Background: an optimization exercise with open tools, aiming at small area. Do not read the settings as production practice.
Only simulation tests tie the RTL to the original design; equivalence was not proved.
Power and IR drop assume default switching activity.

Setup of run A:
// top
module top(
    input wire clk,          
    input wire rst,
    input wire anim_step,    
    output wire Hsync,
    output wire Vsync,
    output wire [3:0] vgaRed,
    output wire [3:0] vgaGreen,
    output wire [3:0] vgaBlue
);
For scale: about 650 cells after synthesis, roughly 17 I/O pins, ~4100 um2 of cells after synthesis.
Settings: LEC_CHECK=0, ABC_AREA=1, CAP_MARGIN=20, CORE_MARGIN=2, CORE_UTILIZATION=40, CTS_BUF_LIST=sky130_fd_sc_hd__clkbuf_8, CTS_CLUSTER_DIAMETER=500, CTS_CLUSTER_SIZE=40, SLEW_MARGIN=20; clock period 40.0 ns.
run.sh (not shown) runs the stock make flow with config.mk's settings and CLKGATE_MAP_FILE= SYNTH_SCRIPT=/design/flow/synth_recipe.tcl, a recipe that flattens the netlist after the stock synthesis.
The inputs of run B differ from those of run A as listed below.
- CTS_CLUSTER_DIAMETER: 500 -> unset
- CTS_CLUSTER_SIZE: 40 -> unset
- CTS_BUF_LIST: sky130_fd_sc_hd__clkbuf_8 -> unset
==> flow/flow/run.sh (new file) <==
#!/bin/bash
# Own flow: the standard layout (standard.sh, unchanged synthesis), with
#  - the port buffers made with the smallest buffer (buf_1) instead of the
#    default clkdlybuf4s50_1;
#  - one clock-tree cluster of clkbuf_8 buffers and no dummy loads.
# The full make output goes to standard.log in this folder.
export BUFFER_PORTS_ARGS="-buffer_cell sky130_fd_sc_hd__buf_1"
export CTS_ARGS="-sink_clustering_enable -repair_clock_nets -buf_list sky130_fd_sc_hd__clkbuf_8 -sink_clustering_size 40 -sink_clustering_max_diameter 500 -dont_use_dummy_load"
bash standard.sh > standard.log 2>&1
==> flow/standard.sh (new file) <==
#!/bin/bash
# synth_recipe.tcl (not shown) runs the flow's synth.tcl, then flattens the netlist and writes it again
# the make line also repeats each setting of config.mk as NAME=value (left out here)
make -C /OpenROAD-flow-scripts/flow DESIGN_CONFIG=/design/flow/config.mk WORK_HOME=/design/flow/orfs CLKGATE_MAP_FILE= SYNTH_SCRIPT=/design/flow/synth_recipe.tcl "${@:-finish}"
removed: flow/run.sh
Layout-stage area growth over the synthesis result: run B < run A. Between run A and run B, non-clock buffer area fraction after layout decreased. Run A and run B ended up with nearly the same worst hold slack. For run A, the last element of the critical path was vgaBlue[1], unlike run B, where it was vgaBlue[3]. Taking run A as the reference, in run B setup slack of the worst register-to-register path shrank by 70 ps; reported leakage power decreased by 0.085 nW relative to the old numbers; maximum frequency higher.
Modified inputs, run C compared to run B
- CTS_CLUSTER_DIAMETER: unset -> 500
- CTS_CLUSTER_SIZE: unset -> 40
- CTS_BUF_LIST: unset -> sky130_fd_sc_hd__clkbuf_4
==> flow/run.sh (new file) <==
#!/bin/bash
# synth_recipe.tcl (not shown) runs the flow's synth.tcl, then flattens the netlist and writes it again
# the make line also repeats each setting of config.mk as NAME=value (left out here)
make -C /OpenROAD-flow-scripts/flow DESIGN_CONFIG=/design/flow/config.mk WORK_HOME=/design/flow/orfs CLKGATE_MAP_FILE= SYNTH_SCRIPT=/design/flow/synth_recipe.tcl finish
removed: flow/flow/run.sh
removed: flow/standard.sh
[summary]
- In summary, run C completed successfully, with a layout that passed the timing, design-rule and antenna checks.
- In run C the later-pin clock latency in the skew report turned out 40 ps higher than in run B.
- The routed wire length of run C was inferior to that of run B.
- On number of nets in the layout, run C and run B are neck and neck.
- Against run B, run C reports a longest individual stage delay on the worst path that is lower.
- Of run C and run B, the higher final area belongs to run C.
- Run C and run B ended up with roughly the same final hold slack.
- Between run B and run C, the flow reports area after detailed placement increasing by a few percent.
### run C -> run D
- CTS_CLUSTER_SIZE removed (was 40)
- CTS_CLUSTER_DIAMETER removed (was 500)
- CTS_BUF_LIST removed (was sky130_fd_sc_hd__clkbuf_4)
==> flow/flow/run.sh (new file) <==
#!/bin/bash
# Own flow: the standard layout (standard.sh, unchanged synthesis), with
#  - the port buffers made with the smallest buffer (buf_1) instead of the
#    default clkdlybuf4s50_1;
#  - a small clock tree (clkbuf_4 root, clkbuf_2 leaves) and no dummy loads.
# The full make output goes to standard.log in this folder.
export BUFFER_PORTS_ARGS="-buffer_cell sky130_fd_sc_hd__buf_1"
export CTS_ARGS="-sink_clustering_enable -repair_clock_nets -root_buf sky130_fd_sc_hd__clkbuf_4 -buf_list sky130_fd_sc_hd__clkbuf_2 -sink_clustering_size 40 -sink_clustering_max_diameter 500 -dont_use_dummy_load"
bash standard.sh > standard.log 2>&1
==> flow/standard.sh (new file) <==
#!/bin/bash
# synth_recipe.tcl (not shown) runs the flow's synth.tcl, then flattens the netlist and writes it again
# the make line also repeats each setting of config.mk as NAME=value (left out here)
make -C /OpenROAD-flow-scripts/flow DESIGN_CONFIG=/design/flow/config.mk WORK_HOME=/design/flow/orfs CLKGATE_MAP_FILE= SYNTH_SCRIPT=/design/flow/synth_recipe.tcl "${@:-finish}"
removed: flow/run.sh
--- outcome ---
Run D — wire length reported by the detailed router 2.2% lower, run C as reference
The total power number comes out lower for run D vs run C.
The maximum clock rate of run D exceeds that of run C by 2.7%.
Going from run C to run D, worst hold slack held steady, utilization decreased 1.6 points, least setup slack across all paths after layout shows an increase of 340 ps, critical path depth shows an increase of 8.
NOTE: clock period minus final worst setup slack in run D falls short of that of run C
End point of the critical path: vgaBlue[1] -> run C, vgaBlue[3] -> run D
Comparing portion of total power attributed to the clock network for run D and run C, the bigger number came from run C.

==> re-timing with driven ports <==
In the flow no input, the clock included, has a driving cell. The finished layouts below were timed again as built, in two steps.
Step 1: set_driving_cell puts a clkbuf_16 on clk and a buf_2 on each other input, an assumption about the parent block.
Step 2 adds t to the input delays and takes it off the output delays; t is the mean of the earliest and latest rising clock arrival at the registers after step 1. Input paths then give back, and output paths get back, about the clock's delay inside the block.
Three values: ideal ports, drivers, drivers and shift; two values: the first two.
run | t, ns | setup slack, ns | worst setup path at the end
run A | 0.318 | 27.450 / 27.416 / 27.734 | register to output
run B | 0.321 | 27.688 / 27.654 / 27.975 | register to output
run C | 0.360 | 27.324 / 27.295 / 27.655 | register to output
run D | 0.362 | 27.661 / 27.631 / 27.993 | register to output
After both steps setup and hold are still met in every run listed.
